This is an optimization exercise on Yosys and OpenROAD, whose aim is small area, not a production implementation. At most, simulation tests tie the RTL to the original design; equivalence was not proved. Power figures rest on the tool's default switching activity, not on a simulated workload.

v46:
==> flow/design.v (excerpt) <==
module top(
    input clk,                  
    input rst,                  
    input start_game,           
    input drop,                 
    input rotate,               
    input left,                 
    input right,                
    output [3:0] red,           
    output [3:0] blue,
    output [3:0] green,
    output hsync,               
    output vsync,               
    output [7:0] disp0,         
    output [7:0] disp1          
);
export LEC_CHECK = 0
export CAP_MARGIN = 20
export CORE_MARGIN = 2
export CORE_UTILIZATION = 50
export PLACE_DENSITY = 0.65
export SLEW_MARGIN = 20
export SYNTH_HIERARCHICAL = 1
create_clock -name core_clock -period 20.0 [get_ports {clk}]
standard.sh (not shown) runs the stock make flow with config.mk's settings and CLKGATE_MAP_FILE= SYNTH_SCRIPT=/design/flow/synth_recipe.tcl, a recipe that flattens the netlist after the stock synthesis.
==> flow/flow/run.sh <==
#!/bin/bash
# The standard layout (standard.sh) with these changes:
# - synthesis (registers and their mapping unchanged):
#   * the ABC technology-mapping step uses flow/area.abc, an area-oriented
#     script, in place of ORFS's delay-oriented abc_speed.script (the 20 ns
#     clock leaves plenty of slack);
#   * no half/full-adder extraction (ADDER_MAP_FILE empty) and no
#     Kogge-Stone carry-lookahead map for comparators and adders
#     (SYNTH_OPERATIONS_ARGS replaces it), so ABC maps that logic for area.
# - clock tree: buffers and sink clusters as in CTS_ARGS below, no dummy loads.
# - port buffers: every input and output port still gets a buffer, of the
#   small buf_1 cell.
# Each tool's full output is in the ORFS logs under orfs/logs; make's own
# output is in flow.log.
set -euo pipefail
W=$PWD
cat > "$W/abc_override.tcl" <<EOT
proc abc {args} {
  foreach opt {-script -D -constr} {
    set i [lsearch -exact \$args \$opt]
    if {\$i >= 0} { set args [lreplace \$args \$i [expr {\$i + 1}]] }
  }
  yosys abc -script $W/flow/area.abc {*}\$args
}
EOT
cat "$W/abc_override.tcl" "$W/synth_recipe.tcl" > "$W/synth_area.tcl"
sed "s|SYNTH_SCRIPT=[^ ]*|SYNTH_SCRIPT=$W/synth_area.tcl|" "$W/standard.sh" > "$W/standard_area.sh"
export CTS_ARGS="-sink_clustering_enable -repair_clock_nets -dont_use_dummy_load -buf_list sky130_fd_sc_hd__clkbuf_8 -sink_clustering_size 16 -sink_clustering_max_diameter 60"
export BUFFER_PORTS_ARGS="-buffer_cell sky130_fd_sc_hd__buf_1"
bash "$W/standard_area.sh" "ADDER_MAP_FILE=" "SYNTH_OPERATIONS_ARGS=-noshare" finish > "$W/flow.log" 2>&1
==> flow/flow/area.abc <==
strash
dc2
strash
&get -n
&dc2
&dch -f
&nf -R 1000 -p -F 8 -C 32
&put
strash
&get -n
&dch -f
&nf -R 1000 -p -F 8 -C 32
&put
diff inputs: v46 => v41
==> flow/flow/area.abc <==
strash
&get -n
&fraig -x
&put
scorr
dc2
strash
&get -n
&synch2
&dch -f
&nf -R 1000 -p -F 8
&put
strash
&get -n
&dch -f
&nf -R 1000 -p -F 8
&put
### Flow results
- After detailed routing, v46 needs more wire than v41.
- Compared with v46, v41 shows first-pass GRT wire length that has gone down by a few percent.
- v41 ended up with a higher switching power than v46 did.
- v46 → v41: via count has increased, total met2 wirelength after detailed routing has decreased.
For v59, these inputs were changed with respect to v41:
diff --git a/flow/flow/run.sh b/flow/flow/run.sh
--- a/flow/flow/run.sh
+++ b/flow/flow/run.sh
@@ -12,2 +12,4 @@
 #   small buf_1 cell.
+# - the resizer may change a cell's footprint (MATCH_CELL_FOOTPRINT=0), so
+#   it can upsize a weak driver instead of adding a buffer.
 # Each tool's full output is in the ORFS logs under orfs/logs; make's own
@@ -29,2 +31,2 @@
 export BUFFER_PORTS_ARGS="-buffer_cell sky130_fd_sc_hd__buf_1"
-bash "$W/standard_area.sh" "ADDER_MAP_FILE=" "SYNTH_OPERATIONS_ARGS=-noshare" finish > "$W/flow.log" 2>&1
+bash "$W/standard_area.sh" "ADDER_MAP_FILE=" "SYNTH_OPERATIONS_ARGS=-noshare" "MATCH_CELL_FOOTPRINT=0" finish > "$W/flow.log" 2>&1
==> flow/flow/area.abc <==
strash
dc2
strash
&get -n
&dc2
&dch -f
&nf -R 1000 -p -F 8 -C 32
&put
strash
&get -n
&dch -f
&nf -R 1000 -p -F 8 -C 32
&put
--- outcome ---
For v41, the worst-path cell with the longest stage delay was sky130_fd_sc_hd__o31ai_2, unlike v59, where it was sky130_fd_sc_hd__a21oi_1. [compare] base=v41 new=v59: initial antenna violation count increased 2; wire length on met3 decreased about 2.2%; worst setup slack decreased 0.23 ns. Commonest non-fill, non-tap cell in the layout = sky130_fd_sc_hd__dfxtp_1: v41; commonest non-fill, non-tap cell in the layout = sky130_fd_sc_hd__a222oi_1: v59.

v6:
top, a different RTL version from the one above (not shown whole).
Size in the first run: about 1900 cells after synthesis, ~390 flip-flops, roughly 37 I/O pins.
Settings: LEC_CHECK=0, CAP_MARGIN=10, CORE_MARGIN=2, CORE_UTILIZATION=50, PLACE_DENSITY=0.65, SLEW_MARGIN=10; clock period 20.0 ns.
==> flow/flow/run.sh <==
#!/bin/bash
# The standard layout (standard.sh) with these changes:
# - synthesis: the ABC technology-mapping step uses flow/area.abc, an
#   area-oriented script, in place of ORFS's delay-oriented abc_speed.script
#   (the 20 ns clock leaves plenty of slack). Register mapping and everything
#   else in synthesis is the standard synthesis.
# - clock tree: buffers and sink clusters as in CTS_ARGS below, no dummy loads.
# - port buffers: every input and output port still gets a buffer, of the
#   small buf_1 cell.
# Each tool's full output is in the ORFS logs under orfs/logs; make's own
# output is in flow.log.
set -euo pipefail
W=$PWD
cat > "$W/abc_override.tcl" <<EOT
proc abc {args} {
  foreach opt {-script -D -constr} {
    set i [lsearch -exact \$args \$opt]
    if {\$i >= 0} { set args [lreplace \$args \$i [expr {\$i + 1}]] }
  }
  yosys abc -script $W/flow/area.abc {*}\$args
}
EOT
cat "$W/abc_override.tcl" "$W/synth_recipe.tcl" > "$W/synth_area.tcl"
sed "s|SYNTH_SCRIPT=[^ ]*|SYNTH_SCRIPT=$W/synth_area.tcl|" "$W/standard.sh" > "$W/standard_area.sh"
export CTS_ARGS="-sink_clustering_enable -repair_clock_nets -dont_use_dummy_load -buf_list sky130_fd_sc_hd__clkbuf_16 -sink_clustering_size 24 -sink_clustering_max_diameter 60"
export BUFFER_PORTS_ARGS="-buffer_cell sky130_fd_sc_hd__buf_1"
bash "$W/standard_area.sh" finish > "$W/flow.log" 2>&1
==> flow/flow/area.abc <==
strash
&get -n
&fraig -x
&put
scorr
dc2
strash
&get -n
&synch2
&dch -f
&nf -R 1000 -p -F 8
&put
strash
&get -n
&dch -f
&nf -R 1000 -p -F 8
&put
diff inputs: v6 => v7
- CAP_MARGIN: 10 -> 20
- SLEW_MARGIN: 10 -> 20
==> flow/flow/run.sh <==
#!/bin/bash
# The standard layout (standard.sh) with two changes:
# - synthesis: the ABC technology-mapping step uses flow/area.abc, an
#   area-oriented script, in place of ORFS's delay-oriented abc_speed.script
#   (the 20 ns clock leaves plenty of slack). Register mapping and everything
#   else in synthesis is the standard synthesis.
# - clock tree: clkbuf_8 buffers, clusters of at most 12 sinks, no dummy loads.
set -euo pipefail
W=$PWD
cat > "$W/abc_override.tcl" <<EOT
proc abc {args} {
  foreach opt {-script -D -constr} {
    set i [lsearch -exact \$args \$opt]
    if {\$i >= 0} { set args [lreplace \$args \$i [expr {\$i + 1}]] }
  }
  yosys abc -script $W/flow/area.abc {*}\$args
}
EOT
cat "$W/abc_override.tcl" "$W/synth_recipe.tcl" > "$W/synth_area.tcl"
sed "s|SYNTH_SCRIPT=[^ ]*|SYNTH_SCRIPT=$W/synth_area.tcl|" "$W/standard.sh" > "$W/standard_area.sh"
export CTS_ARGS="-sink_clustering_enable -repair_clock_nets -dont_use_dummy_load -buf_list sky130_fd_sc_hd__clkbuf_8 -sink_clustering_size 12 -sink_clustering_max_diameter 50"
bash "$W/standard_area.sh" finish > "$W/flow.log" 2>&1
Results
In summary, v7 completed successfully, with a layout that passed the timing, DRC and antenna checks. Total power went down by a few percent going from v6 to v7. v7 — non-clock buffer count 5 higher, v6 as reference. On minimum clock period after layout, the higher figure sits with v7, not v6. v7 ends up with a amount of wire on met2 after detailed routing that is 430 µm higher than in v6. Clock distribution power on v7 is ahead of v6. v7 reports its worst setup path endpoint as game_state_machine_inst.game_space[18][10] while v6 reports game_state_machine_inst.game_space[18][0].

lane 1:
top, a different RTL version from the one above (not shown whole).
Size: about 370 flip-flops, ~37 I/O pins, about 19000 sq um of cells after synthesis.
export LEC_CHECK = 0
export CAP_MARGIN = 20
export CORE_MARGIN = 2
export CORE_UTILIZATION = 50
export PLACE_DENSITY = 0.65
export SLEW_MARGIN = 20
export SYNTH_HIERARCHICAL = 1
create_clock -name core_clock -period 20.0 [get_ports {clk}]
==> flow/flow/run.sh <==
#!/bin/bash
# The standard layout (standard.sh) with two changes:
# - synthesis: the ABC technology-mapping step uses flow/area.abc, an
#   area-oriented script, in place of ORFS's delay-oriented abc_speed.script
#   (the 20 ns clock leaves plenty of slack). Register mapping and everything
#   else in synthesis is the standard synthesis.
# - clock tree: clkbuf_8 buffers, clusters of at most 12 sinks, no dummy loads.
set -euo pipefail
W=$PWD
cat > "$W/abc_override.tcl" <<EOT
proc abc {args} {
  foreach opt {-script -D -constr} {
    set i [lsearch -exact \$args \$opt]
    if {\$i >= 0} { set args [lreplace \$args \$i [expr {\$i + 1}]] }
  }
  yosys abc -script $W/flow/area.abc {*}\$args
}
EOT
cat "$W/abc_override.tcl" "$W/synth_recipe.tcl" > "$W/synth_area.tcl"
sed "s|SYNTH_SCRIPT=[^ ]*|SYNTH_SCRIPT=$W/synth_area.tcl|" "$W/standard.sh" > "$W/standard_area.sh"
export CTS_ARGS="-sink_clustering_enable -repair_clock_nets -dont_use_dummy_load -buf_list sky130_fd_sc_hd__clkbuf_8 -sink_clustering_size 12 -sink_clustering_max_diameter 50"
bash "$W/standard_area.sh" finish > "$W/flow.log" 2>&1
Scripts as last shown in full above: flow/flow/area.abc
Lane 1 closes out successfully: all stages finished, all timing, DRC and antenna checks passed.
The following lists how lane 2 was set up differently from lane 1:
==> flow/flow/run.sh <==
#!/bin/bash
# The standard layout (standard.sh) with these changes:
# - synthesis: the ABC technology-mapping step uses flow/area.abc, an
#   area-oriented script, in place of ORFS's delay-oriented abc_speed.script
#   (the 20 ns clock leaves plenty of slack). Register mapping and everything
#   else in synthesis is the standard synthesis.
# - clock tree: buffers and sink clusters as in CTS_ARGS below, no dummy loads.
# - port buffers: every input and output port still gets a buffer, of the
#   small buf_1 cell.
# Each tool's full output is in the ORFS logs under orfs/logs; make's own
# output is in flow.log.
set -euo pipefail
W=$PWD
cat > "$W/abc_override.tcl" <<EOT
proc abc {args} {
  foreach opt {-script -D -constr} {
    set i [lsearch -exact \$args \$opt]
    if {\$i >= 0} { set args [lreplace \$args \$i [expr {\$i + 1}]] }
  }
  yosys abc -script $W/flow/area.abc {*}\$args
}
EOT
cat "$W/abc_override.tcl" "$W/synth_recipe.tcl" > "$W/synth_area.tcl"
sed "s|SYNTH_SCRIPT=[^ ]*|SYNTH_SCRIPT=$W/synth_area.tcl|" "$W/standard.sh" > "$W/standard_area.sh"
export CTS_ARGS="-sink_clustering_enable -repair_clock_nets -dont_use_dummy_load -buf_list sky130_fd_sc_hd__clkbuf_8 -sink_clustering_size 16 -sink_clustering_max_diameter 60"
export BUFFER_PORTS_ARGS="-buffer_cell sky130_fd_sc_hd__buf_1"
bash "$W/standard_area.sh" finish > "$W/flow.log" 2>&1
## What came out
Sort lane 2 and lane 1 by final instance count without filler cells asc -> top: lane 2. Diff lane 1 -> lane 2 | via count | down slightly. On final wirelength: between lane 2 and lane 1, it ends up lower for lane 2. In lane 2, the power share of the clock group came out 1.3 points below the value in lane 1. Summary: worst-case clock skew, lane 2 better than lane 1. Of lane 2 and lane 1, the run reporting the lower top achievable clock speed was lane 1.

top, a different RTL version from the one above (not shown whole).
Size: ~2600 cells after synthesis, about 37 I/O pins.
## top
module top(
    input clk,                  
    input rst,                  
    input start_game,           
    input drop,                 
    input rotate,               
    input left,                 
    input right,                
    output [3:0] red,           
    output [3:0] blue,
    output [3:0] green,
    output hsync,               
    output vsync,               
    output [7:0] disp0,         
    output [7:0] disp1          
);
Settings: LEC_CHECK=0, CAP_MARGIN=20, CORE_MARGIN=2, CORE_UTILIZATION=30, PLACE_DENSITY=0.5, SLEW_MARGIN=20; clock period 20.0 ns.
run.sh (not shown) runs the stock make flow with config.mk's settings and CLKGATE_MAP_FILE= SYNTH_SCRIPT=/design/flow/synth_recipe.tcl, a recipe that flattens the netlist after the stock synthesis.
Stock flow here: none of the scripts above is used.
The starting point passed the timing, DRC and antenna checks.
Then changed:
Settings changed: CORE_UTILIZATION 30 to 50, CTS_BUF_LIST from default to sky130_fd_sc_hd__clkbuf_4, PLACE_DENSITY 0.5 to 0.65.
The new run went through all stages and came out clean.
Synthesized area does not change.
Critical path depth went up by 1.
Sequential share of layout area rose by 1.1 points.
Power is lower by a few percent.
Via count rose by a few percent.
Setup slack got worse by 620 ps.
Cell area came out lower by a few percent.
Die area drops by well over a third.
Then changed:
==> flow/flow/run.sh (new file) <==
#!/bin/bash
# The standard layout (standard.sh), with one change in synthesis: the ABC
# technology-mapping step uses flow/area.abc, an area-oriented script, in
# place of ORFS's delay-oriented abc_speed.script (the 20 ns clock leaves
# plenty of slack). Everything else, including register mapping, is the
# standard synthesis and layout.
set -euo pipefail
W=$PWD
cat > "$W/abc_override.tcl" <<EOT
proc abc {args} {
  foreach opt {-script -D -constr} {
    set i [lsearch -exact \$args \$opt]
    if {\$i >= 0} { set args [lreplace \$args \$i [expr {\$i + 1}]] }
  }
  yosys abc -script $W/flow/area.abc {*}\$args
}
EOT
cat "$W/abc_override.tcl" "$W/synth_recipe.tcl" > "$W/synth_area.tcl"
sed "s|SYNTH_SCRIPT=[^ ]*|SYNTH_SCRIPT=$W/synth_area.tcl|" "$W/standard.sh" > "$W/standard_area.sh"
bash "$W/standard_area.sh" > "$W/flow.log" 2>&1
==> flow/flow/area.abc (new file) <==
strash
&get -n
&fraig -x
&put
scorr
dc2
strash
&get -n
&synch2
&dch -f
&nf -R 1000
&put
strash
&get -n
&dch -f
&nf -R 1000
&put
==> flow/standard.sh (new file) <==
#!/bin/bash
# synth_recipe.tcl (not shown) runs the flow's synth.tcl, then flattens the netlist and writes it again
# the make line also repeats each setting of config.mk as NAME=value (left out here)
make -C /OpenROAD-flow-scripts/flow DESIGN_CONFIG=/design/flow/config.mk WORK_HOME=/design/flow/orfs CLKGATE_MAP_FILE= SYNTH_SCRIPT=/design/flow/synth_recipe.tcl "${@:-finish}"
removed: flow/run.sh
Effect:
- global-route usage goes down by 5.1 points
- wire length goes down by a quarter to a third
- via count fell by about a fifth
- final area falls by roughly a tenth
- die area shrinks by about a fifth

top, a different RTL version from the one above (not shown whole).
For scale: roughly 390 flip-flops, about 37 I/O pins, about 21000 µm² of cells after synthesis.
clock: 20.0 ns
lec_check: 0
cap_margin: 20
core_margin: 2
core_utilization: 50
place_density: 0.65
slew_margin: 20
standard.sh (not shown) runs the stock make flow with config.mk's settings and CLKGATE_MAP_FILE= SYNTH_SCRIPT=/design/flow/synth_recipe.tcl, a recipe that flattens the netlist after the stock synthesis.
==> flow/flow/run.sh <==
#!/bin/bash
# The standard layout (standard.sh) with two changes:
# - synthesis: the ABC technology-mapping step uses flow/area.abc, an
#   area-oriented script, in place of ORFS's delay-oriented abc_speed.script
#   (the 20 ns clock leaves plenty of slack). Register mapping and everything
#   else in synthesis is the standard synthesis.
# - clock tree: clkbuf_4 buffers and no dummy loads.
set -euo pipefail
W=$PWD
cat > "$W/abc_override.tcl" <<EOT
proc abc {args} {
  foreach opt {-script -D -constr} {
    set i [lsearch -exact \$args \$opt]
    if {\$i >= 0} { set args [lreplace \$args \$i [expr {\$i + 1}]] }
  }
  yosys abc -script $W/flow/area.abc {*}\$args
}
EOT
cat "$W/abc_override.tcl" "$W/synth_recipe.tcl" > "$W/synth_area.tcl"
sed "s|SYNTH_SCRIPT=[^ ]*|SYNTH_SCRIPT=$W/synth_area.tcl|" "$W/standard.sh" > "$W/standard_area.sh"
export CTS_ARGS="-sink_clustering_enable -repair_clock_nets -dont_use_dummy_load -buf_list sky130_fd_sc_hd__clkbuf_4"
bash "$W/standard_area.sh" finish > "$W/flow.log" 2>&1
==> flow/flow/area.abc <==
strash
&get -n
&fraig -x
&put
scorr
dc2
strash
&get -n
&synch2
&dch -f
&nf -R 1000 -p -F 8
&put
strash
&get -n
&dch -f
&nf -R 1000 -p -F 8
&put
The starting point finished clean.
Next try:
--- a/flow/flow/run.sh
+++ b/flow/flow/run.sh
@@ -5,5 +5,5 @@
 #   (the 20 ns clock leaves plenty of slack). Register mapping and everything
 #   else in synthesis is the standard synthesis.
-# - clock tree: clkbuf_4 buffers and no dummy loads.
+# - clock tree: clkbuf_8 buffers, clusters of at most 12 sinks, no dummy loads.
 set -euo pipefail
 W=$PWD
@@ -19,4 +19,4 @@
 cat "$W/abc_override.tcl" "$W/synth_recipe.tcl" > "$W/synth_area.tcl"
 sed "s|SYNTH_SCRIPT=[^ ]*|SYNTH_SCRIPT=$W/synth_area.tcl|" "$W/standard.sh" > "$W/standard_area.sh"
-export CTS_ARGS="-sink_clustering_enable -repair_clock_nets -dont_use_dummy_load -buf_list sky130_fd_sc_hd__clkbuf_4"
+export CTS_ARGS="-sink_clustering_enable -repair_clock_nets -dont_use_dummy_load -buf_list sky130_fd_sc_hd__clkbuf_8 -sink_clustering_size 12 -sink_clustering_max_diameter 50"
 bash "$W/standard_area.sh" finish > "$W/flow.log" 2>&1
Result: The new run went through all stages and came out clean; global-route usage drops by 0.62 points; cell area drops by 0.60%; worst hold slack got worse by 0.033 ns; total power drops by 1.8%; sequential cell count is unchanged.
No functional check of the RTL was part of any run of this note.

-- separate check: timing with driven ports --
No port has a modelled driver above. Below, the same layouts with a new extraction and two added sets of constraints.
Step 1: set_driving_cell puts a clkbuf_16 on clk and a buf_2 on each other input, an assumption about the parent block.
Step 2 moves the port delays by t, midway between the first and last clock arrival at a register: inputs arrive t later, outputs are due t later. That takes back most of the time a late clock gives input paths.
a / b / c = no drivers / after step 1 / after step 2; a / b = the first two.
run | t, ns | slack for setup (ns) | worst setup path after step 2 | latest minus earliest clock arrival (ns) | worst data-port slew with drivers (ns)
v46 | 0.672 | 12.454 / 12.486 / 11.814 | input to register | 0.095 / 0.095 | 0.03
v41 | 0.657 | 12.682 / 12.658 / 12.544 | input to register | 0.076 / 0.076 | 0.03
v59 | 0.672 | 12.454 / 12.486 / 11.814 | input to register | 0.095 / 0.095 | 0.03
v6 | 0.613 | 12.662 / 12.690 / 12.077 | input to register | 0.058 / 0.059 | 0.03
v7 | 0.677 | 12.344 / 12.366 / 11.689 | input to register | 0.063 / 0.063 | 0.03
lane 1 | 0.688 | 12.621 / 12.654 / 11.966 | input to register | 0.085 / 0.085 | 0.05
lane 2 | 0.668 | 12.910 / 12.910 / 12.463 | input to register | 0.079 / 0.080 | 0.04
the first run of note 4 | 0.670 | 11.944 / 11.871 / 12.393 | input to register | 0.027 / 0.028 | 0.05
the second run of note 4 | 0.966 | 11.321 / 11.263 / 12.229 | register to output | 0.069 / 0.068 | 0.04
the third run of note 4 | 0.929 | 12.078 / 12.018 / 12.284 | input to register | 0.063 / 0.062 | 0.04
the first run of note 5 | 0.924 | 12.446 / 12.389 / 11.821 | input to register | 0.077 / 0.076 | 0.04
the second run of note 5 | 0.699 | 12.480 / 12.513 / 11.814 | input to register | 0.092 / 0.092 | 0.04
After both steps setup and hold are still met in every run listed. For the second run of note 5, which loses most, drivers alone change the setup slack by +0.033 ns; drivers and shift together by -0.666 ns.
